Background: an optimization exercise with open tools, aiming at small area and a short achievable clock period. Do not read the settings as production practice. At most, simulation tests tie the RTL to the original design; equivalence was not proved. The clock port is modelled as an ideal driver; clocking choices that lean on that would not hold on a real chip. Power is estimated from default activity; no workload was simulated.

Setup of run A:
==> flow/design.v (excerpt) <==
module alu_stage (
    input   logic           clk,
    input   logic [4:0]     op,
    input   logic [31:0]    a,
    input   logic [31:0]    b,
    output  logic [31:0]    y
);
Size: about 1200 cells after synthesis, about 100 flip-flops.
export LEC_CHECK = 0
export ABC_AREA = 1
export CAP_MARGIN = 20
export CORE_MARGIN = 2
export CORE_UTILIZATION = 40
export SETUP_SLACK_MARGIN = 3.15
export SLEW_MARGIN = 20
export TNS_END_PERCENT = 100
create_clock -name core_clock -period 5.0 [get_ports {clk}]
standard.sh (not shown) runs the stock make flow with config.mk's settings and CLKGATE_MAP_FILE= SYNTH_SCRIPT=/design/flow/synth_recipe.tcl, a recipe that flattens the netlist after the stock synthesis.
==> flow/flow/run.sh <==
#!/bin/bash
# Standard layout, with plain buffers (instead of the delay cells that
# buffer_ports picks by default) on the input and output ports.
set -euo pipefail
bash standard.sh BUFFER_PORTS_ARGS="-buffer_cell sky130_fd_sc_hd__buf_2" finish > standard_make.log 2>&1
Run A ran to completion and came out clean on the timing, design-rule and antenna checks.
Setup changes, run A to run B
Settings: PLACE_DENSITY newly set to 0.75; SETUP_SLACK_MARGIN changed from 3.15 to 3.0.
==> summary.txt <==
- Taking run A as the reference, in run B final critical delay including setup and external delays increased 0.017 ns, final weighted congestion in routability-driven placement increased 0.80%, fraction of cell area in non-clock buffers decreased 4.2 points.
- Run B ended up with a lower core utilization of the finished layout than run A did.
Input-level comparison between run C and run B:
Settings: PLACE_DENSITY: 0.75 -> unset; SYNTH_HIERARCHICAL: unset -> 1.
==> summary.txt <==
- Against run B, number of multi-input combinational cells in run C rose by more than 10%.
- op[1] as the critical path startpoint was reported by run C, and op[4] by run B.
- Wire length of the first global-routing pass for run C: 8.2% up relative to run B
- Going from run B to run C, the growth of design area from synthesis to finish was found to have gone down by 4.3 points.
- Looking at last element of the critical path, the p_q[28] result is from run C; the p_q[20] one comes from run B.
- Re met1 track demand over resource: run C and run B aren't equal, and the higher value belongs to run B.
- Max overall fraction of global-route tracks in use across run C and run B: run B

---

Another version of the RTL of alu_stage (not shown whole).
Size: about 0.0088 sq mm of cells after synthesis.
Settings: LEC_CHECK=0, ABC_AREA=1, CAP_MARGIN=20, CORE_MARGIN=2, CORE_UTILIZATION=40, SETUP_SLACK_MARGIN=3.0, SLEW_MARGIN=20, SYNTH_HIERARCHICAL=1, TNS_END_PERCENT=100; clock period 5.0 ns.
==> flow/flow/run.sh <==
#!/bin/bash
# Standard layout, with plain buffers (instead of the delay cells that
# buffer_ports picks by default) on the input and output ports, and an area
# recovery pass after clock tree synthesis: non-critical cells are downsized,
# then timing is repaired again to the same setup margin.
set -euo pipefail
bash standard.sh BUFFER_PORTS_ARGS="-buffer_cell sky130_fd_sc_hd__buf_2" \
  POST_CTS_TCL="$PWD/flow/post_cts.tcl" finish > standard_make.log 2>&1
==> flow/flow/post_cts.tcl <==
# Area recovery after clock tree synthesis: downsize cells off the critical
# paths, then repair setup timing to the flow's setup margin again.
repair_timing -recover_power 100
repair_timing -setup -setup_margin $::env(SETUP_SLACK_MARGIN) -repair_tns 100
detailed_placement
check_placement -verbose
The starting point finished clean.
Edit:
==> flow/flow/run.sh (replaced) <==
#!/bin/bash
# Standard layout, with plain buffers (instead of the delay cells that
# buffer_ports picks by default) on the input and output ports.
set -euo pipefail
bash standard.sh BUFFER_PORTS_ARGS="-buffer_cell sky130_fd_sc_hd__buf_2" finish > standard_make.log 2>&1
CTS_BUF_LIST = sky130_fd_sc_hd__clkbuf_8   (was unset)
removed: flow/flow/post_cts.tcl
The new run produced a clean layout.
Non-clock buffer count decreases by 11.
First-iteration DRC count decreases by 6.7%.
Count of clock-buffer cells in the layout is unchanged.
Combinational power barely changes.

---

run P:
alu_stage, a different RTL version from the one above (not shown whole).
Size: roughly 1,500 cells after synthesis, roughly 100 flip-flops, roughly 100 I/O pins, roughly 8900 um^2 of cells after synthesis.
clock: 5.0 ns
lec_check: 0
abc_area: 1
cap_margin: 20
core_margin: 2
core_utilization: 40
setup_slack_margin: 3.0
slew_margin: 20
synth_hierarchical: 1
tns_end_percent: 100
run.sh (not shown) runs the stock make flow with config.mk's settings and CLKGATE_MAP_FILE= SYNTH_SCRIPT=/design/flow/synth_recipe.tcl, a recipe that flattens the netlist after the stock synthesis.
Stock flow here: none of the scripts above is used.
Having completed the whole flow, run P delivered a layout that passed the timing, design-rule and antenna checks.
What run M does differently from run P at the input level:
==> flow/flow/run.sh (new file) <==
#!/bin/bash
# Standard layout, with plain buffers (instead of the delay cells that
# buffer_ports picks by default) on the input and output ports.
set -euo pipefail
bash standard.sh BUFFER_PORTS_ARGS="-buffer_cell sky130_fd_sc_hd__buf_2" finish > standard_make.log 2>&1
==> flow/standard.sh (new file) <==
#!/bin/bash
# synth_recipe.tcl (not shown) runs the flow's synth.tcl, then flattens the netlist and writes it again
# the make line also repeats each setting of config.mk as NAME=value (left out here)
make -C /OpenROAD-flow-scripts/flow DESIGN_CONFIG=/design/flow/config.mk WORK_HOME=/design/flow/orfs CLKGATE_MAP_FILE= SYNTH_SCRIPT=/design/flow/synth_recipe.tcl "${@:-finish}"
removed: flow/run.sh
--- outcome ---
- Run P → run M: estimated wirelength of the detail-placed design shrank by about 0.6%; setup slack now smaller; combined global-route utilization of all metal layers shows an increase of 0.61 points; multi-input logic portion of the cell area now sits higher.
- Comparing run M with run P, the maximum number of pins on one net before global-route repair came out essentially unchanged.
- Between run P and run M, post-cts gate resize count is lower for run M, run P comes in above that.
- [compare] base=run P new=run M: share of synthesized cell area in full adder, half adder and majority cells now sits at about the same level; routed wire length moved down.
- Global-route wire length before repair ends up higher on run M.
- Run M and run P ended up with roughly the same tightest hold margin.
- Clock skew across run P and run M: no real change.
No run of this note included a check of the RTL's function; only the layout flow was run.

---

alu_stage, a different RTL version from the one above (not shown whole).
For scale: ~1100 cells after synthesis, ~100 I/O pins, about 9000 um2 of cells after synthesis.
clock: 5.0 ns
lec_check: 0
cap_margin: 20
core_margin: 2
core_utilization: 40
setup_slack_margin: 3.0
slew_margin: 20
tns_end_percent: 100
Stock flow here: none of the scripts above is used.
The starting point ran to the end with no violations.
Then changed:
ABC_AREA = 1   (was default)
Hold slack gains 80 ps.
Non-clock buffer count is lower by 61.
Clock-buffer cell count is lower by 2.
Combinational power is lower by 27%.
Worst setup slack gains 490 ps.
Core utilization is lower by 6.4 points.
Wire length is higher by 29%.
Synthesized area is higher by 11%.
Total power is lower by 14%.
Then changed:
ABC_AREA = default   (was 1)
SETUP_SLACK_MARGIN = 2.5   (was 3.0)
What happened: Setup slack is worse by 540 ps. Area after synthesis is lower by roughly a tenth. Design area fell by about a fifth. First-iteration DRC count shrinks by a quarter to a third. Sequential power increases by a few percent. Total power rose by a few percent. Clock skew barely changes. Via count falls by a quarter to a third. Critical path depth is unchanged. Cell count falls by a quarter to a third.
No functional check of the RTL was part of any run of this note.

---

alu_stage with an RTL version that a note above also has.
Size: about 1500 cells after synthesis, roughly 100 flip-flops, roughly 100 I/O pins, about 8800 um^2 of cells after synthesis.
clock: 5.0 ns
lec_check: 0
abc_area: 1
cap_margin: 20
core_margin: 2
core_utilization: 40
setup_slack_margin: 3.0
slew_margin: 20
synth_hierarchical: 1
tns_end_percent: 0
standard.sh (not shown) runs the stock make flow with config.mk's settings and CLKGATE_MAP_FILE= SYNTH_SCRIPT=/design/flow/synth_recipe.tcl, a recipe that flattens the netlist after the stock synthesis.
==> flow/flow/run.sh <==
#!/bin/bash
# Standard layout, with plain buffers (instead of the delay cells that
# buffer_ports picks by default) on the input and output ports.
set -euo pipefail
bash standard.sh BUFFER_PORTS_ARGS="-buffer_cell sky130_fd_sc_hd__buf_2" finish > standard_make.log 2>&1
Next try:
Settings changed: SYNTH_HIERARCHICAL 1 to unset, TNS_END_PERCENT 0 to 100.
After rerunning: Setup slack gets better by 0.035 ns; count of clock-buffer cells in the layout is unchanged; routed wire length rose by 3.6%; combinational power drops by 3.0%; utilization goes up by 2.0 points; clock skew hardly moves; sequential share of layout area is higher by 1.5 points; cell area shrinks by 6.2%.

---

## v16
alu_stage again, from the RTL that the note above started with.
==> flow/config.mk <==
export PLATFORM = sky130hd
export DESIGN_NAME = alu_stage
export DESIGN_NICKNAME = alu_stage
export VERILOG_FILES = /design/flow/design.v
export SDC_FILE = /design/flow/constraint.sdc
export NUM_CORES = 4
export LEC_CHECK = 0
export ABC_AREA = 1
export CAP_MARGIN = 20
export CORE_MARGIN = 2
export CORE_UTILIZATION = 40
export SETUP_SLACK_MARGIN = 3.0
export SLEW_MARGIN = 20
export SYNTH_HIERARCHICAL = 1
export TNS_END_PERCENT = 100
==> flow/constraint.sdc <==
create_clock -name core_clock -period 5.0 [get_ports {clk}]
set_input_delay 1.0000 -clock core_clock [delete_from_list [all_inputs] [get_ports {clk}]]
set_output_delay 1.0000 -clock core_clock [all_outputs]
set_load 0.01 [all_outputs]
==> flow/flow/run.sh <==
#!/bin/bash
# Standard layout, with plain buffers (instead of the delay cells that
# buffer_ports picks by default) on the input and output ports.
set -euo pipefail
bash standard.sh BUFFER_PORTS_ARGS="-buffer_cell sky130_fd_sc_hd__buf_1" finish > standard_make.log 2>&1
v16: all stages complete, timing, DRC and antenna checks passed
Changes in v23 relative to v16:
==> flow/flow/run.sh <==
#!/bin/bash
# Standard layout, with plain buffers (instead of the delay cells that
# buffer_ports picks by default) on the input and output ports.
set -euo pipefail
bash standard.sh BUFFER_PORTS_ARGS="-buffer_cell sky130_fd_sc_hd__buf_2" finish > standard_make.log 2>&1
--- outcome ---
- Reported for v23 and v16, width of the chip turned out identical to the last digit.
- The more densely filled core belongs to v23, not v16.
- The stage delay of the slowest cell on the critical path in v23 was higher than what v16 gave.
- Across v23 and v16, none had a timing, DRC or antenna violation.
- Of the two values seen for biggest power consumer among the groups, sequential cells was produced by v16 and combinational cells by v23.
- Comparing total power after layout for v23 and v16, the bigger number came from v23.
- Comparing v23 with v16, the cell area after technology mapping came out essentially unchanged.
- In the flow results for v23 and v16, the met1 routing resource usage after global routing is smaller on v16.
#### Input delta (v38 over v23)
Settings: swapping 3.0 for 2.8 in SETUP_SLACK_MARGIN.
Notes after the runs:
v38: done, clean on timing, DRC and antenna
There was hardly any difference in multi-input combinational gate total between v23 and v38.
Run comparison: v38 end point of the critical path g_q[0]; v23 end point of the critical path p_q[15]
v38: via count of the first global-routing pass 109 below v23
Measured against v23, the cell area of v38 comes out at 0.947 times the reference value.

---

the baseline:
Another version of the RTL of alu_stage (not shown whole).
For scale: roughly 1200 cells after synthesis, about 100 flip-flops, roughly 100 I/O pins, roughly 9100 sq um of cells after synthesis.
Settings: LEC_CHECK=0, CAP_MARGIN=20, CORE_MARGIN=2, CORE_UTILIZATION=40, SETUP_SLACK_MARGIN=3.0, SLEW_MARGIN=20, TNS_END_PERCENT=100; clock period 5.0 ns.
run.sh (not shown) runs the stock make flow with config.mk's settings and CLKGATE_MAP_FILE= SYNTH_SCRIPT=/design/flow/synth_recipe.tcl, a recipe that flattens the netlist after the stock synthesis.
Stock flow here: none of the scripts above is used.
The baseline reached the final stage; the timing, design-rule and antenna checks on its layout passed.
Edits applied to the flow inputs when going from the baseline to the candidate:
- SETUP_SLACK_MARGIN: 3.0 -> 2.5
==> summary.txt <==
- The candidate ran to completion and came out clean on the timing, design-rule and antenna checks.
- Diff the baseline -> the candidate: die area flat, utilization of the core after routing -5.3 points, period utilization shows a reduction of 0.60 points, area added between synthesis and finish has decreased.
- The candidate has more setup slack than the baseline.
- In the candidate, the first-pass GRT wire length came out about 3.6% below the value in the baseline.
- Delta(sequential share of layout area, the candidate - the baseline) > 0
Function was not checked in any run of this note: the RTL went through the layout flow alone.

---

Another version of the RTL of alu_stage (not shown whole).
Size: ~1600 cells after synthesis, ~100 I/O pins, about 0.0091 sq mm of cells after synthesis.
==> flow/config.mk <==
export PLATFORM = sky130hd
export DESIGN_NAME = alu_stage
export DESIGN_NICKNAME = alu_stage
export VERILOG_FILES = /design/flow/design.v
export SDC_FILE = /design/flow/constraint.sdc
export NUM_CORES = 4
export LEC_CHECK = 0
export ABC_AREA = 1
export CAP_MARGIN = 20
export CORE_MARGIN = 2
export CORE_UTILIZATION = 40
export SETUP_SLACK_MARGIN = 3.2
export SLEW_MARGIN = 20
export SYNTH_HIERARCHICAL = 1
export TNS_END_PERCENT = 100
==> flow/constraint.sdc <==
create_clock -name core_clock -period 5.0 [get_ports {clk}]
set_input_delay 1.0000 -clock core_clock [delete_from_list [all_inputs] [get_ports {clk}]]
set_output_delay 1.0000 -clock core_clock [all_outputs]
set_load 0.01 [all_outputs]
standard.sh (not shown) runs the stock make flow with config.mk's settings and CLKGATE_MAP_FILE= SYNTH_SCRIPT=/design/flow/synth_recipe.tcl, a recipe that flattens the netlist after the stock synthesis.
==> flow/flow/run.sh <==
#!/bin/bash
# Standard layout, with plain buffers (instead of the delay cells that
# buffer_ports picks by default) on the input and output ports.
set -euo pipefail
bash standard.sh BUFFER_PORTS_ARGS="-buffer_cell sky130_fd_sc_hd__buf_2" finish > standard_make.log 2>&1
Next try:
--- a/flow/config.mk
+++ b/flow/config.mk
@@ -12 +12 @@
-export SETUP_SLACK_MARGIN = 3.2
+export SETUP_SLACK_MARGIN = 2.8
Setup slack degrades by 0.18 ns.
Cell area shrinks by 17%.
Die area stays the same.
Routed wire length decreases by 11%.
Count of clock-buffer cells in the layout decreases by 1.
Non-clock buffer count went down by 66.
Power is lower by 9.2%.
Next try:
--- a/flow/config.mk
+++ b/flow/config.mk
@@ -12 +12 @@
-export SETUP_SLACK_MARGIN = 2.8
+export SETUP_SLACK_MARGIN = 3.0
The changed run ran to the end with no violations.
Worst hold slack barely changes.
Cell area went up by 5.9%.
Count of clock-buffer cells in the layout stays the same.
Utilization went up by 2.6 points.
Non-clock buffer count went up by 25.
Next try:
--- a/flow/config.mk
+++ b/flow/config.mk
@@ -11 +11 @@
-export CORE_UTILIZATION = 40
+export CORE_UTILIZATION = 65
The changed run produced a clean layout.
Setup slack gets worse by 0.078 ns.
Design area falls slightly.
Clock-buffer cell count went up by 1.
Via count went up by a little under a tenth.
First-iteration DRC count is higher by well over a third.
Sequential share of layout area is about the same.
Global-route usage rose by 15 points.
Combinational power increases by a few percent.
Power rises by a few percent.
Worst hold slack is worse by 0.010 ns.

---

alu_stage with an RTL version that a note above also has.
For scale: about 100 flip-flops, ~100 I/O pins, roughly 7600 µm² of cells after synthesis.
clock: 5.0 ns
lec_check: 0
abc_area: 1
cap_margin: 20
core_margin: 2
core_utilization: 40
setup_slack_margin: 3.05
slew_margin: 20
tns_end_percent: 100
Scripts as last shown in full above: flow/flow/run.sh
Edit:
- SETUP_SLACK_MARGIN: 3.05 -> 2.9
Outcome: The changed run passed the timing, design-rule and antenna checks; clock-buffer cell count grows by 1; cell area shrinks by 6.0%; utilization shrinks by 3.1 points; via count shrinks by 2.0%; final cell count shrinks by 1.9%; routed wire length shrinks by 5.9%; maximum frequency shrinks by 4.4%; die area does not change; synthesized cell count does not change; first-iteration DRC count stays flat.
Edit:
- CTS_CLUSTER_DIAMETER: unset -> 100
- CTS_CLUSTER_SIZE: unset -> 30
- SETUP_SLACK_MARGIN: 2.9 -> 3.0
Die area does not change.
Total power went down by 0.88%.
Core utilization went up by 1.9 points.
Clock power went down by about 10%.
Wire length went up by 4.1%.
Hold slack loses 0.016 ns.
Non-clock buffer count went up by 9.
Area after synthesis stays the same.
Edit:
- CTS_CLUSTER_DIAMETER: 100 -> unset
- CTS_CLUSTER_SIZE: 30 -> unset
- PLACE_DENSITY: unset -> 0.9
Outcome:
- The new run finished with timing, DRC and antenna clean
- clock-buffer cell count came out lower by 1
- power drops by 0.68%
- routed wire length is higher by 3.7%
- combinational power rises by about 0.7%
- area after synthesis is unchanged
- non-clock buffer count goes up by 6

---

run 1:
alu_stage again, from the RTL that the note above started with.
clock: 5.0 ns
lec_check: 0
abc_area: 1
cap_margin: 20
core_margin: 2
core_utilization: 30
setup_slack_margin: 3.0
slew_margin: 20
tns_end_percent: 100
Scripts as last shown in full above: flow/flow/run.sh
Looking at the reports, run 1 completed the entire flow and the layout it produced met the timing, design-rule and antenna checks.
Inputs modified between run 1 and run 2:
Settings: an added GPL_ROUTABILITY_DRIVEN of 0; a change of CORE_UTILIZATION from 30 to 40.
Results
In run 2 relative to run 1, power in the clock group had gone up by a few percent.
Re share of synthesized cell area in and, or, nand and nor gates: no difference whatsoever between run 2 and run 1.
Floorplan die height: run 2 lower than run 1
Diff run 1 -> run 2: post-synthesis instance total was more or less identical; maximum frequency decreased by 3.8% relative to the old numbers.
Number of gates given a new drive strength after cts, run 2 and run 1, lower one = run 2.
~same final worst hold slack in run 2 and run 1
Max total design power across run 2 and run 1: run 1
--- input diff run 2..run 3 ---
Settings: CAP_MARGIN now 0, was 20; SLEW_MARGIN now 0, was 20; GPL_ROUTABILITY_DRIVEN no longer set, was 0.
Notes after the runs:
- Run 3 went all the way through the flow, and no timing, DRC or antenna check failed.
- Run 3 ends up with lower worst hold slack than run 2 does.
- Higher critical path depth was reported by run 3, not run 2.
- On clock insertion delay at the later pin of the skew report, run 3 tracks run 2 almost exactly.
- Diff run 2 -> run 3: fraction of met3 tracks used by global routing now sits lower; overall power consumption picked up an extra about 2.5%.
- ~same max-cap violation count in run 2 and run 3
- Against run 2, run 3 comes in 0.43 points lower on fraction of area in registers.
> inputs changed (run 3 -> run 4)
Settings: changing SLEW_MARGIN from 0 to 20; changing CAP_MARGIN from 0 to 20.
Notes after the runs:
Comparing run 4 with run 3, the share of cell area taken by multi-input logic gates came out essentially unchanged.
Diff run 3 -> run 4 | hold slack | decrease of 12 ps
Share of layout cells above drive strength 1: run 3 and run 4 compared, lower one is run 3
Compared run 4 against run 3; average vias per placed instance within noise.
Going from run 3 to run 4, reported clock group power stayed essentially flat, critical path depth shows a reduction of 3, power now sits at about the same level.

## static timing again, ports no longer ideal
How much do the figures lean on ideal ports? The routed layouts below were timed once more, with nothing changed but the port constraints.
Step 1: set_driving_cell puts a clkbuf_16 on clk and a buf_2 on each other input, an assumption about the parent block.
Step 2 moves the port delays by t, midway between the first and last clock arrival at a register: inputs arrive t later, outputs are due t later. That takes back most of the time a late clock gives input paths.
Slacks: ideal ports / drivers / drivers and shift; pairs: ideal ports / drivers.
| run | t (ns) | setup WS [ns] | worst hold slack (ns) | worst register clock-pin slew, ns | worst slew at a driven data input, ns |
|---|---|---|---|---|---|
| run A | 0.399 | 2.970 / 2.964 / 2.565 | 0.603 / 0.603 / 0.603 | 0.08 / 0.08 | 0.06 |
| run B | 0.412 | 2.953 / 2.980 / 2.568 | 0.635 / 0.635 / 0.635 | 0.08 / 0.08 | 0.05 |
| run C | 0.408 | 2.967 / 2.993 / 2.584 | 0.526 / 0.526 / 0.526 | 0.08 / 0.08 | 0.03 |
| the first run of note 2 | 0.405 | 3.001 / 2.997 / 2.592 | 0.553 / 0.553 / 0.553 | 0.08 / 0.08 | 0.06 |
| the second run of note 2 | 0.438 | 3.008 / 3.024 / 2.591 | 0.567 / 0.567 / 0.567 | 0.12 / 0.12 | 0.04 |
| run P | 0.405 | 1.748 / 1.731 / 1.326 | 0.547 / 0.547 / 0.547 | 0.09 / 0.09 | 0.08 |
| run M | 0.400 | 1.682 / 1.662 / 1.262 | 0.546 / 0.546 / 0.546 | 0.08 / 0.08 | 0.07 |
| the first run of note 4 | 0.403 | 2.530 / 2.542 / 2.142 | 0.582 / 0.582 / 0.582 | 0.08 / 0.08 | 0.11 |
| the second run of note 4 | 0.410 | 3.019 / 2.998 / 2.631 | 0.661 / 0.661 / 0.661 | 0.08 / 0.08 | 0.05 |
| the third run of note 4 | 0.404 | 2.479 / 2.479 / 2.102 | 0.553 / 0.553 / 0.553 | 0.08 / 0.08 | 0.04 |
| the first run of note 5 | 0.402 | 2.963 / 2.990 / 2.588 | 0.556 / 0.556 / 0.556 | 0.08 / 0.08 | 0.04 |
| the second run of note 5 | 0.411 | 2.999 / 3.031 / 2.619 | 0.524 / 0.524 / 0.524 | 0.08 / 0.08 | 0.03 |
| v16 | 0.398 | 3.017 / 3.037 / 2.639 | 0.561 / 0.561 / 0.561 | 0.08 / 0.08 | 0.04 |
| v23 | 0.404 | 3.021 / 3.046 / 2.642 | 0.558 / 0.558 / 0.558 | 0.08 / 0.08 | 0.04 |
| v38 | 0.404 | 2.881 / 2.908 / 2.503 | 0.554 / 0.554 / 0.554 | 0.08 / 0.08 | 0.04 |
| the baseline | 0.411 | 2.436 / 2.436 / 2.091 | 0.540 / 0.540 / 0.540 | 0.08 / 0.08 | 0.05 |
| the candidate | 0.408 | 2.466 / 2.476 / 2.086 | 0.544 / 0.544 / 0.544 | 0.08 / 0.08 | 0.04 |
| the first run of note 8 | 0.401 | 3.069 / 3.051 / 2.651 | 0.498 / 0.498 / 0.498 | 0.08 / 0.08 | 0.06 |
| the second run of note 8 | 0.407 | 2.889 / 2.919 / 2.512 | 0.500 / 0.500 / 0.500 | 0.08 / 0.08 | 0.03 |
| the third run of note 8 | 0.408 | 3.047 / 3.047 / 2.676 | 0.497 / 0.497 / 0.497 | 0.08 / 0.08 | 0.05 |
| the fourth run of note 8 | 0.408 | 2.968 / 2.977 / 2.569 | 0.487 / 0.487 / 0.487 | 0.08 / 0.08 | 0.05 |
| the first run of note 9 | 0.395 | 3.016 / 3.037 / 2.643 | 0.617 / 0.617 / 0.617 | 0.08 / 0.08 | 0.06 |
| the second run of note 9 | 0.397 | 2.924 / 2.941 / 2.545 | 0.630 / 0.630 / 0.630 | 0.07 / 0.07 | 0.05 |
| the third run of note 9 | 0.403 | 3.025 / 3.036 / 2.633 | 0.614 / 0.614 / 0.614 | 0.08 / 0.08 | 0.06 |
| the fourth run of note 9 | 0.417 | 2.854 / 2.876 / 2.459 | 0.612 / 0.612 / 0.612 | 0.08 / 0.08 | 0.04 |
| run 1 | 0.404 | 2.981 / 3.010 / 2.605 | 0.640 / 0.640 / 0.640 | 0.08 / 0.08 | 0.06 |
| run 2 | 0.401 | 2.902 / 2.927 / 2.526 | 0.637 / 0.637 / 0.637 | 0.08 / 0.08 | 0.03 |
| run 3 | 0.404 | 3.026 / 3.039 / 2.634 | 0.626 / 0.626 / 0.626 | 0.08 / 0.08 | 0.06 |
| run 4 | 0.403 | 3.025 / 3.036 / 2.633 | 0.614 / 0.614 / 0.614 | 0.08 / 0.08 | 0.06 |
After both steps every run listed still meets setup and hold. The setup slack of run P, which loses most, moves by -0.017 ns with the drivers and by -0.422 ns with both steps.
